This is an optimization exercise on Yosys and OpenROAD, whose aim is small area and a short achievable clock period, not a production implementation.
Only simulation tests tie the RTL to the original design; equivalence was not proved.
Power and IR drop assume default switching activity.

==> inputs of run C <==
## output_conversion
module output_conversion (
    input  wire        clk,
    input  wire        reset_n,
    input  wire signed [15:0] sample_L,
    input  wire               valid_L,
    input  wire signed [15:0] sample_R,
    input  wire               valid_R,
    input  wire [7:0]  volume,
    input  wire        mute,
    output wire signed [15:0] out_L,
    output wire signed [15:0] out_R,
    output reg               valid_out
);
    wire signed [15:0] up_L, up_R;
    wire valid_up_L, valid_up_R;
    polyphase_upsampler up_left (
        .clk(clk), .reset_n(reset_n),
        .in_sample(sample_L), .valid_in(valid_L),
        .out_sample(up_L), .valid_out(valid_up_L)
    );
    polyphase_upsampler up_right (
        .clk(clk), .reset_n(reset_n),
        .in_sample(sample_R), .valid_in(valid_R),
        .out_sample(up_R), .valid_out(valid_up_R)
    );
    wire load = valid_up_L && valid_up_R;
    out_stage st_L (.clk(clk), .reset_n(reset_n), .load(load), .mute(mute),
                    .up(up_L), .volume(volume), .out(out_L));
    out_stage st_R (.clk(clk), .reset_n(reset_n), .load(load), .mute(mute),
                    .up(up_R), .volume(volume), .out(out_R));
    always @(posedge clk) begin
        if (!reset_n) valid_out <= 0;
        else valid_out <= load;
  ...
make LEC_CHECK=0 CAP_MARGIN=20 CORE_MARGIN=2 CORE_UTILIZATION=40 SETUP_SLACK_MARGIN=4.3 SLEW_MARGIN=20 finish   # period 8.0 ns
run.sh (not shown) runs the stock make flow with config.mk's settings and CLKGATE_MAP_FILE= SYNTH_SCRIPT=/design/flow/synth_recipe.tcl, a recipe that flattens the netlist after the stock synthesis.
==> run G: changes against run C <==
--- a/flow/design.v
+++ b/flow/design.v
@@ -634,12 +634,13 @@
 module polyphase_upsampler (
     input wire clk,
     input wire reset_n,
     input wire signed [15:0] in_sample,
     input wire               valid_in,
     output reg signed [15:0] out_sample,
+    output reg [17:0]        out_sample_x3,    
     output reg valid_out
 );
     parameter UPSAMPLE_NUM = 274;
     parameter UPSAMPLE_DEN = 170;
     reg [15:0] phase_accum;
     reg [127:0] sample_buf;           
@@ -647,41 +648,35 @@
     reg [2:0] tap_index;
     reg [2:0] mac_ptr;
     reg [2:0] rd_index;
     reg signed [15:0] sample_val;
     reg mac_active;
     reg [23:0] coeff_b;
-    reg ph_inc, ph_dec;
     reg [30:0] acc_s;
     reg [30:0] acc_c;
     reg acc_clr;
     wire last = mac_active && (mac_ptr == 3'd7);
     wire start = !mac_active && (phase_accum >= UPSAMPLE_DEN);
     reg [15:0] phase_next;
-    reg [3:0] phase_hi_next;
     reg [2:0] tap_next;
     reg [2:0] mac_ptr_next;
     always @(*) begin
         if (!reset_n) phase_next = 16'd0;
         else if (last) phase_next = phase_accum - UPSAMPLE_DEN;
         else if (valid_in) phase_next = phase_accum + UPSAMPLE_NUM;
         else phase_next = phase_accum;
-        if (!reset_n) phase_hi_next = 4'd0;
-        else if (last) phase_hi_next = phase_accum[15:12] - {3'd0, ph_dec};
-        else if (valid_in) phase_hi_next = phase_accum[15:12] + {3'd0, ph_inc};
-        else phase_hi_next = phase_accum[15:12];
         if (!reset_n) tap_next = 3'd0;
         else if (mac_active) tap_next = mac_ptr;
         else tap_next = tap_index;
         if (!reset_n || start) mac_ptr_next = 3'd0;
         else if (mac_active) mac_ptr_next = mac_ptr + 3'd1;
         else mac_ptr_next = mac_ptr;
     end
     wire [23:0] coeff_b_next;
     coeff_rom coeffs (
-        .phase(phase_hi_next),
+        .phase(phase_next[15:12]),
         .tap_index(tap_next),
         .booth(coeff_b_next)
     );
     wire [30:0] ts;
     wire [30:0] tc;
     mac_tree mac (
@@ -690,30 +685,32 @@
         .as(acc_s & {31{~acc_clr}}),
         .ac(acc_c & {31{~acc_clr}}),
         .s(ts),
         .c(tc)
     );
     wire [30:0] sum = acc_s + acc_c;
+    wire [15:0] up = sum[30:15];
     wire [15:0] din = in_sample & {16{reset_n}};
     integer i;
     always @(posedge clk) begin
         for (i = 0; i < 8; i = i + 1)
             if (!reset_n || (valid_in && wr_ptr == i))
                 sample_buf[16*i +: 16] <= din;
     end
     always @(posedge clk) begin
         phase_accum <= phase_next;
-        ph_inc <= (phase_next[11:0] >= 12'd3822);
-        ph_dec <= (phase_next[11:0] < 12'd170);
         tap_index <= tap_next;
         mac_ptr <= mac_ptr_next;
         coeff_b <= coeff_b_next;
         acc_clr <= (mac_ptr_next == 3'd0);
         acc_s <= ts;
         acc_c <= tc;
-        out_sample <= sum[30:15];
+        if (last) begin
+            out_sample <= up;
+            out_sample_x3 <= {2'b00, up} + {1'b0, up, 1'b0};
+        end
         valid_out <= 0;
         if (!reset_n) begin
             wr_ptr <= 0;
             mac_active <= 0;
             rd_index <= 0;
             sample_val <= 0;
@@ -739,78 +736,47 @@
     input  wire signed [15:0] sample_L,
     input  wire               valid_L,
     input  wire signed [15:0] sample_R,
     input  wire               valid_R,
     input  wire [7:0]  volume,
     input  wire        mute,
-    output wire signed [15:0] out_L,
-    output wire signed [15:0] out_R,
+    output reg signed [15:0] out_L,
+    output reg signed [15:0] out_R,
     output reg               valid_out
 );
     wire signed [15:0] up_L, up_R;
+    wire [17:0] up3_L, up3_R;
     wire valid_up_L, valid_up_R;
     polyphase_upsampler up_left (
         .clk(clk), .reset_n(reset_n),
         .in_sample(sample_L), .valid_in(valid_L),
-        .out_sample(up_L), .valid_out(valid_up_L)
+        .out_sample(up_L), .out_sample_x3(up3_L), .valid_out(valid_up_L)
     );
     polyphase_upsampler up_right (
         .clk(clk), .reset_n(reset_n),
         .in_sample(sample_R), .valid_in(valid_R),
-        .out_sample(up_R), .valid_out(valid_up_R)
+        .out_sample(up_R), .out_sample_x3(up3_R), .valid_out(valid_up_R)
     );
-    wire load = valid_up_L && valid_up_R;
-    out_stage st_L (.clk(clk), .reset_n(reset_n), .load(load), .mute(mute),
-                    .up(up_L), .volume(volume), .out(out_L));
-    out_stage st_R (.clk(clk), .reset_n(reset_n), .load(load), .mute(mute),
-                    .up(up_R), .volume(volume), .out(out_R));
+    wire [23:0] vs_L, vc_L, vs_R, vc_R;
+    vol_mult mul_L (.u1(up_L), .u3(up3_L), .v(volume), .s(vs_L), .c(vc_L));
+    vol_mult mul_R (.u1(up_R), .u3(up3_R), .v(volume), .s(vs_R), .c(vc_R));
+    wire [23:0] scaled_L = vs_L + vc_L;
+    wire [23:0] scaled_R = vs_R + vc_R;
     always @(posedge clk) begin
-        if (!reset_n) valid_out <= 0;
-        else valid_out <= load;
-    end
-endmodule
-module out_stage (
-    input  wire        clk,
-    input  wire        reset_n,
-    input  wire        load,
-    input  wire        mute,
-    input  wire [15:0] up,
-    input  wire [7:0]  volume,
-    output wire [15:0] out
-);
-    wire [17:0] up3 = {2'b00, up} + {1'b0, up, 1'b0};
-    wire [23:0] vs, vc;
-    vol_mult mul (.u1(up), .u3(up3), .v(volume), .s(vs), .c(vc));
-    wire [8:0] low = {1'b0, vs[7:0]} + {1'b0, vc[7:0]};
-    wire [4:0] b0 = {1'b0, vs[11:8]}  + {1'b0, vc[11:8]};
-    wire [4:0] b1 = {1'b0, vs[15:12]} + {1'b0, vc[15:12]};
-    wire [4:0] b2 = {1'b0, vs[19:16]} + {1'b0, vc[19:16]};
-    wire [3:0] b3 = vs[23:20] + vc[23:20];
-    reg [15:0] bsum;
-    reg [2:0] bgen;
-    reg cin;
-    always @(posedge clk) begin
-        if (!reset_n || (load && mute)) begin
-            bsum <= 0;
-            bgen <= 0;
-            cin <= 0;
-        end else if (load) begin
-            bsum <= {b3, b2[3:0], b1[3:0], b0[3:0]};
-            bgen <= {b2[4], b1[4], b0[4]};
-            cin <= low[8];
+        if (!reset_n) begin
+            out_L <= 0;
+            out_R <= 0;
+            valid_out <= 0;
+        end else if (valid_up_L && valid_up_R) begin
+            out_L <= mute ? 16'd0 : scaled_L[23:8];
+            out_R <= mute ? 16'd0 : scaled_R[23:8];
+            valid_out <= 1;
+        end else begin
+            valid_out <= 0;
         end
     end
-    wire p0 = &bsum[3:0];
-    wire p1 = &bsum[7:4];
-    wire p2 = &bsum[11:8];
-    wire c0 = cin;
-    wire c1 = bgen[0] | (p0 & cin);
-    wire c2 = bgen[1] | (p1 & bgen[0]) | (p1 & p0 & cin);
-    wire c3 = bgen[2] | (p2 & bgen[1]) | (p2 & p1 & bgen[0]) | (p2 & p1 & p0 & cin);
-    assign out = {bsum[15:12] + {3'd0, c3}, bsum[11:8] + {3'd0, c2},
-                  bsum[7:4] + {3'd0, c1}, bsum[3:0] + {3'd0, c0}};
 endmodule
 module vol_mult (
     input wire [15:0] u1,
     input wire [17:0] u3,
     input wire [7:0] v,
     output wire [23:0] s,
==> flow/config.mk (replaced) <==
export PLATFORM = sky130hd
export DESIGN_NAME = output_conversion
export DESIGN_NICKNAME = output_conversion
export VERILOG_FILES = /design/flow/design.v
export SDC_FILE = /design/flow/constraint.sdc
export NUM_CORES = 4
export LEC_CHECK = 0
export CAP_MARGIN = 20
export CORE_MARGIN = 2
export CORE_UTILIZATION = 60
export SETUP_SLACK_MARGIN = 4.5
export SLEW_MARGIN = 20
==> qor summary <==
Run status: run C finished clean; run G finished clean
Placement Setup Slack: run C 1.98 ns; run G 1.23 ns
Met1 Wirelength: run C 60700 um; run G 60200 um
Setup slack of the most critical reg-to-reg path: run C 3.32 ns; run G 3.15 ns
Data-path buffer share of cell area in the final layout: run C 0.0436; run G 0.0817
Comb pwr: run C 12.5 mW; run G 12.0 mW
Share of final-layout standard cells stronger than drive strength 1: run C 0.166; run G 0.231
Share of cell area taken by muxes after synthesis: run C 0.0604; run G 0.0705
Number of cells on the worst hold path: run C 1; run G 2
Critical path launch point: run C up_left.out_sample[1]; run G volume[4]
TritonCTS Buffers: run C 74; run G 69
Ratio of final minimum period to clock period: run C 0.584; run G 0.633
Ys Warns: run C 4; run G 3
EDFF count, synth: run C 256; run G 322
Dpl cells: run C 6493; run G 5767

==> job 1211 <==
output_conversion, a different RTL version from the one above (not shown whole).
Settings: LEC_CHECK=0, CAP_MARGIN=20, CORE_MARGIN=2, CORE_UTILIZATION=40, SETUP_SLACK_MARGIN=4.3, SLEW_MARGIN=20, SYNTH_HIERARCHICAL=1, SYNTH_MINIMUM_KEEP_SIZE=300; clock period 8.0 ns.
==> job 9497 (differences from job 1211) <==
--- a/flow/design.v
+++ b/flow/design.v
@@ -9,131 +9,131 @@
             7'd1: booth = 24'h005c09;  
             7'd2: booth = 24'h155c46;  
             7'd3: booth = 24'h38ab6d;  
             7'd4: booth = 24'h245200;  
             7'd5: booth = 24'h0b12ae;  
-            7'd6: booth = 24'h028215;  
+            7'd6: booth = 24'h000000;  
             7'd7: booth = 24'h000c70;  
             7'd8: booth = 24'h001ab0;  
             7'd9: booth = 24'h0060a9;  
             7'd10: booth = 24'h150b6e;  
             7'd11: booth = 24'h3712b0;  
             7'd12: booth = 24'h2460a8;  
             7'd13: booth = 24'h056205;  
-            7'd14: booth = 24'h02800e;  
+            7'd14: booth = 24'h000000;  
             7'd15: booth = 24'h000b68;  
             7'd16: booth = 24'h001a4d;  
             7'd17: booth = 24'h02aa2e;  
             7'd18: booth = 24'h031146;  
             7'd19: booth = 24'h369146;  
             7'd20: booth = 24'h269a2e;  
             7'd21: booth = 24'h04d205;  
-            7'd22: booth = 24'h028a40;  
+            7'd22: booth = 24'h000000;  
             7'd23: booth = 24'h000a45;  
             7'd24: booth = 24'h001a6d;  
             7'd25: booth = 24'h0292a8;  
             7'd26: booth = 24'h02e2b1;  
             7'd27: booth = 24'h34056e;  
             7'd28: booth = 24'h26d0a9;  
             7'd29: booth = 24'h0402b1;  
-            7'd30: booth = 24'h028b40;  
+            7'd30: booth = 24'h000000;  
             7'd31: booth = 24'h000140;  
             7'd32: booth = 24'h001a01;  
             7'd33: booth = 24'h029008;  
             7'd34: booth = 24'h02816d;  
             7'd35: booth = 24'h348a71;  
             7'd36: booth = 24'h271216;  
             7'd37: booth = 24'h06ac40;  
-            7'd38: booth = 24'h028b81;  
+            7'd38: booth = 24'h000000;  
             7'd39: booth = 24'h000040;  
             7'd40: booth = 24'h001b4d;  
             7'd41: booth = 24'h029b48;  
             7'd42: booth = 24'h02ab8d;  
             7'd43: booth = 24'h355070;  
             7'd44: booth = 24'h215231;  
             7'd45: booth = 24'h06d196;  
-            7'd46: booth = 24'h028b81;  
+            7'd46: booth = 24'h000000;  
             7'd47: booth = 24'h000346;  
             7'd48: booth = 24'h001b8d;  
             7'd49: booth = 24'h02856d;  
             7'd50: booth = 24'h000c00;  
             7'd51: booth = 24'h22e388;  
             7'd52: booth = 24'h209030;  
             7'd53: booth = 24'h0702ad;  
-            7'd54: booth = 24'h028b41;  
+            7'd54: booth = 24'h000000;  
             7'd55: booth = 24'h00026e;  
             7'd56: booth = 24'h001c41;  
             7'd57: booth = 24'h028368;  
             7'd58: booth = 24'h002c0e;  
             7'd59: booth = 24'h2290b1;  
             7'd60: booth = 24'h20dc16;  
             7'd61: booth = 24'h00a140;  
-            7'd62: booth = 24'h028a46;  
+            7'd62: booth = 24'h000000;  
             7'd63: booth = 24'h000588;  
             7'd64: booth = 24'h000428;  
             7'd65: booth = 24'h028155;  
             7'd66: booth = 24'h008b70;  
             7'd67: booth = 24'h200189;  
             7'd68: booth = 24'h200189;  
             7'd69: booth = 24'h008b70;  
-            7'd70: booth = 24'h028155;  
+            7'd70: booth = 24'h000000;  
             7'd71: booth = 24'h000428;  
             7'd72: booth = 24'h000588;  
             7'd73: booth = 24'h028a46;  
             7'd74: booth = 24'h00a140;  
             7'd75: booth = 24'h20dc16;  
             7'd76: booth = 24'h2290b1;  
             7'd77: booth = 24'h002c0e;  
-            7'd78: booth = 24'h028368;  
+            7'd78: booth = 24'h000000;  
             7'd79: booth = 24'h001c41;  
             7'd80: booth = 24'h00026e;  
             7'd81: booth = 24'h028b41;  
             7'd82: booth = 24'h0702ad;  
             7'd83: booth = 24'h209030;  
             7'd84: booth = 24'h22e388;  
             7'd85: booth = 24'h000c00;  
-            7'd86: booth = 24'h02856d;  
+            7'd86: booth = 24'h000000;  
             7'd87: booth = 24'h001b8d;  
             7'd88: booth = 24'h000346;  
             7'd89: booth = 24'h028b81;  
             7'd90: booth = 24'h06d196;  
             7'd91: booth = 24'h215231;  
             7'd92: booth = 24'h355070;  
             7'd93: booth = 24'h02ab8d;  
-            7'd94: booth = 24'h029b48;  
+            7'd94: booth = 24'h000000;  
             7'd95: booth = 24'h001b4d;  
             7'd96: booth = 24'h000040;  
             7'd97: booth = 24'h028b81;  
             7'd98: booth = 24'h06ac40;  
             7'd99: booth = 24'h271216;  
             7'd100: booth = 24'h348a71;  
             7'd101: booth = 24'h02816d;  
-            7'd102: booth = 24'h029008;  
+            7'd102: booth = 24'h000000;  
             7'd103: booth = 24'h001a01;  
             7'd104: booth = 24'h000140;  
             7'd105: booth = 24'h028b40;  
             7'd106: booth = 24'h0402b1;  
             7'd107: booth = 24'h26d0a9;  
             7'd108: booth = 24'h34056e;  
             7'd109: booth = 24'h02e2b1;  
-            7'd110: booth = 24'h0292a8;  
+            7'd110: booth = 24'h000000;  
             7'd111: booth = 24'h001a6d;  
             7'd112: booth = 24'h000a45;  
             7'd113: booth = 24'h028a40;  
             7'd114: booth = 24'h04d205;  
             7'd115: booth = 24'h269a2e;  
             7'd116: booth = 24'h369146;  
             7'd117: booth = 24'h031146;  
-            7'd118: booth = 24'h02aa2e;  
+            7'd118: booth = 24'h000000;  
             7'd119: booth = 24'h001a4d;  
             7'd120: booth = 24'h000b68;  
             7'd121: booth = 24'h02800e;  
             7'd122: booth = 24'h056205;  
             7'd123: booth = 24'h2460a8;  
             7'd124: booth = 24'h3712b0;  
             7'd125: booth = 24'h150b6e;  
-            7'd126: booth = 24'h0060a9;  
+            7'd126: booth = 24'h000000;  
             7'd127: booth = 24'h001ab0;  
             default: booth = 24'h000000;
         endcase
     end
 endmodule
@@ -684,131 +684,131 @@
             7'd1: coeff_b_rom = 24'h005c09;  
             7'd2: coeff_b_rom = 24'h155c46;  
             7'd3: coeff_b_rom = 24'h38ab6d;  
             7'd4: coeff_b_rom = 24'h245200;  
             7'd5: coeff_b_rom = 24'h0b12ae;  
-            7'd6: coeff_b_rom = 24'h028215;  
+            7'd6: coeff_b_rom = 24'h000000;  
             7'd7: coeff_b_rom = 24'h000c70;  
             7'd8: coeff_b_rom = 24'h001ab0;  
             7'd9: coeff_b_rom = 24'h0060a9;  
             7'd10: coeff_b_rom = 24'h150b6e;  
             7'd11: coeff_b_rom = 24'h3712b0;  
             7'd12: coeff_b_rom = 24'h2460a8;  
             7'd13: coeff_b_rom = 24'h056205;  
-            7'd14: coeff_b_rom = 24'h02800e;  
+            7'd14: coeff_b_rom = 24'h000000;  
             7'd15: coeff_b_rom = 24'h000b68;  
             7'd16: coeff_b_rom = 24'h001a4d;  
             7'd17: coeff_b_rom = 24'h02aa2e;  
             7'd18: coeff_b_rom = 24'h031146;  
             7'd19: coeff_b_rom = 24'h369146;  
             7'd20: coeff_b_rom = 24'h269a2e;  
             7'd21: coeff_b_rom = 24'h04d205;  
-            7'd22: coeff_b_rom = 24'h028a40;  
+            7'd22: coeff_b_rom = 24'h000000;  
             7'd23: coeff_b_rom = 24'h000a45;  
             7'd24: coeff_b_rom = 24'h001a6d;  
             7'd25: coeff_b_rom = 24'h0292a8;  
             7'd26: coeff_b_rom = 24'h02e2b1;  
             7'd27: coeff_b_rom = 24'h34056e;  
             7'd28: coeff_b_rom = 24'h26d0a9;  
             7'd29: coeff_b_rom = 24'h0402b1;  
-            7'd30: coeff_b_rom = 24'h028b40;  
+            7'd30: coeff_b_rom = 24'h000000;  
             7'd31: coeff_b_rom = 24'h000140;  
             7'd32: coeff_b_rom = 24'h001a01;  
             7'd33: coeff_b_rom = 24'h029008;  
             7'd34: coeff_b_rom = 24'h02816d;  
             7'd35: coeff_b_rom = 24'h348a71;  
             7'd36: coeff_b_rom = 24'h271216;  
             7'd37: coeff_b_rom = 24'h06ac40;  
-            7'd38: coeff_b_rom = 24'h028b81;  
+            7'd38: coeff_b_rom = 24'h000000;  
             7'd39: coeff_b_rom = 24'h000040;  
             7'd40: coeff_b_rom = 24'h001b4d;  
             7'd41: coeff_b_rom = 24'h029b48;  
             7'd42: coeff_b_rom = 24'h02ab8d;  
             7'd43: coeff_b_rom = 24'h355070;  
             7'd44: coeff_b_rom = 24'h215231;  
             7'd45: coeff_b_rom = 24'h06d196;  
-            7'd46: coeff_b_rom = 24'h028b81;  
+            7'd46: coeff_b_rom = 24'h000000;  
             7'd47: coeff_b_rom = 24'h000346;  
             7'd48: coeff_b_rom = 24'h001b8d;  
             7'd49: coeff_b_rom = 24'h02856d;  
             7'd50: coeff_b_rom = 24'h000c00;  
             7'd51: coeff_b_rom = 24'h22e388;  
             7'd52: coeff_b_rom = 24'h209030;  
             7'd53: coeff_b_rom = 24'h0702ad;  
-            7'd54: coeff_b_rom = 24'h028b41;  
+            7'd54: coeff_b_rom = 24'h000000;  
             7'd55: coeff_b_rom = 24'h00026e;  
             7'd56: coeff_b_rom = 24'h001c41;  
             7'd57: coeff_b_rom = 24'h028368;  
             7'd58: coeff_b_rom = 24'h002c0e;  
             7'd59: coeff_b_rom = 24'h2290b1;  
             7'd60: coeff_b_rom = 24'h20dc16;  
             7'd61: coeff_b_rom = 24'h00a140;  
-            7'd62: coeff_b_rom = 24'h028a46;  
+            7'd62: coeff_b_rom = 24'h000000;  
             7'd63: coeff_b_rom = 24'h000588;  
             7'd64: coeff_b_rom = 24'h000428;  
             7'd65: coeff_b_rom = 24'h028155;  
             7'd66: coeff_b_rom = 24'h008b70;  
             7'd67: coeff_b_rom = 24'h200189;  
             7'd68: coeff_b_rom = 24'h200189;  
             7'd69: coeff_b_rom = 24'h008b70;  
-            7'd70: coeff_b_rom = 24'h028155;  
+            7'd70: coeff_b_rom = 24'h000000;  
             7'd71: coeff_b_rom = 24'h000428;  
             7'd72: coeff_b_rom = 24'h000588;  
             7'd73: coeff_b_rom = 24'h028a46;  
             7'd74: coeff_b_rom = 24'h00a140;  
             7'd75: coeff_b_rom = 24'h20dc16;  
             7'd76: coeff_b_rom = 24'h2290b1;  
             7'd77: coeff_b_rom = 24'h002c0e;  
-            7'd78: coeff_b_rom = 24'h028368;  
+            7'd78: coeff_b_rom = 24'h000000;  
             7'd79: coeff_b_rom = 24'h001c41;  
             7'd80: coeff_b_rom = 24'h00026e;  
             7'd81: coeff_b_rom = 24'h028b41;  
             7'd82: coeff_b_rom = 24'h0702ad;  
             7'd83: coeff_b_rom = 24'h209030;  
             7'd84: coeff_b_rom = 24'h22e388;  
             7'd85: coeff_b_rom = 24'h000c00;  
-            7'd86: coeff_b_rom = 24'h02856d;  
+            7'd86: coeff_b_rom = 24'h000000;  
             7'd87: coeff_b_rom = 24'h001b8d;  
             7'd88: coeff_b_rom = 24'h000346;  
             7'd89: coeff_b_rom = 24'h028b81;  
             7'd90: coeff_b_rom = 24'h06d196;  
             7'd91: coeff_b_rom = 24'h215231;  
             7'd92: coeff_b_rom = 24'h355070;  
             7'd93: coeff_b_rom = 24'h02ab8d;  
-            7'd94: coeff_b_rom = 24'h029b48;  
+            7'd94: coeff_b_rom = 24'h000000;  
             7'd95: coeff_b_rom = 24'h001b4d;  
             7'd96: coeff_b_rom = 24'h000040;  
             7'd97: coeff_b_rom = 24'h028b81;  
             7'd98: coeff_b_rom = 24'h06ac40;  
             7'd99: coeff_b_rom = 24'h271216;  
             7'd100: coeff_b_rom = 24'h348a71;  
             7'd101: coeff_b_rom = 24'h02816d;  
-            7'd102: coeff_b_rom = 24'h029008;  
+            7'd102: coeff_b_rom = 24'h000000;  
             7'd103: coeff_b_rom = 24'h001a01;  
             7'd104: coeff_b_rom = 24'h000140;  
             7'd105: coeff_b_rom = 24'h028b40;  
             7'd106: coeff_b_rom = 24'h0402b1;  
             7'd107: coeff_b_rom = 24'h26d0a9;  
             7'd108: coeff_b_rom = 24'h34056e;  
             7'd109: coeff_b_rom = 24'h02e2b1;  
-            7'd110: coeff_b_rom = 24'h0292a8;  
+            7'd110: coeff_b_rom = 24'h000000;  
             7'd111: coeff_b_rom = 24'h001a6d;  
             7'd112: coeff_b_rom = 24'h000a45;  
             7'd113: coeff_b_rom = 24'h028a40;  
             7'd114: coeff_b_rom = 24'h04d205;  
             7'd115: coeff_b_rom = 24'h269a2e;  
             7'd116: coeff_b_rom = 24'h369146;  
             7'd117: coeff_b_rom = 24'h031146;  
-            7'd118: coeff_b_rom = 24'h02aa2e;  
+            7'd118: coeff_b_rom = 24'h000000;  
             7'd119: coeff_b_rom = 24'h001a4d;  
             7'd120: coeff_b_rom = 24'h000b68;  
             7'd121: coeff_b_rom = 24'h02800e;  
             7'd122: coeff_b_rom = 24'h056205;  
             7'd123: coeff_b_rom = 24'h2460a8;  
             7'd124: coeff_b_rom = 24'h3712b0;  
             7'd125: coeff_b_rom = 24'h150b6e;  
-            7'd126: coeff_b_rom = 24'h0060a9;  
+            7'd126: coeff_b_rom = 24'h000000;  
             7'd127: coeff_b_rom = 24'h001ab0;  
             default: coeff_b_rom = 24'h000000;
         endcase
     end
     wire [30:0] ts;
- CTS_CLUSTER_DIAMETER: unset -> 100
- CTS_CLUSTER_SIZE: unset -> 30
- SETUP_SLACK_MARGIN: 4.3 -> 4.1
- SYNTH_MINIMUM_KEEP_SIZE: 300 -> 1000
==> comparison <==
Against job 1211, the synthesized cell count of job 9497 is lower by 3.0%.
Against job 1211, the maximum frequency of job 9497 is lower by about 1.8%.
Between job 9497 and job 1211, the lower count of clock-buffer cells in the layout is in job 9497 (gap 51).
Of job 1211 and job 9497, job 9497 has the higher sequential share of layout area (gap 1.7 points).
Against job 9497, the first-iteration DRC count of job 1211 is higher by about 12%.

==> separate check: timing with driven ports <==
The flow's constraints put no driver on any port. The routed layouts listed below were extracted and timed again, unchanged, in two steps.
Step 1 (the two cells are an assumption about what drives the block):
set clk [get_ports {clk}]
set_driving_cell -lib_cell sky130_fd_sc_hd__clkbuf_16 $clk
set_driving_cell -lib_cell sky130_fd_sc_hd__buf_2 [delete_from_list [all_inputs] $clk]
Step 2 times the ports against the registers' clock, not the clock port: input delays grow and output delays shrink by t, the midpoint of the rising clock arrivals with the driver on.
Three values: ideal, step 1, step 2; two values: the first two.
run | shift t [ns] | setup WS [ns] | latest minus earliest clock arrival (ns) | worst data-port slew with drivers (ns)
run C | 0.741 | 3.325 / 3.325 / 2.722 | 0.042 / 0.042 | 0.07
run G | 0.697 | 2.935 / 2.862 / 2.165 | 0.051 / 0.051 | 0.16
job 1211 | 0.752 | 4.041 / 3.968 / 3.383 | 0.050 / 0.050 | 0.21
job 9497 | 0.705 | 3.967 / 3.967 / 3.385 | 0.046 / 0.046 | 0.11
After both steps setup and hold are still met in every run listed. For run G, which loses most, drivers alone change the setup slack by -0.073 ns; drivers and shift together by -0.770 ns.
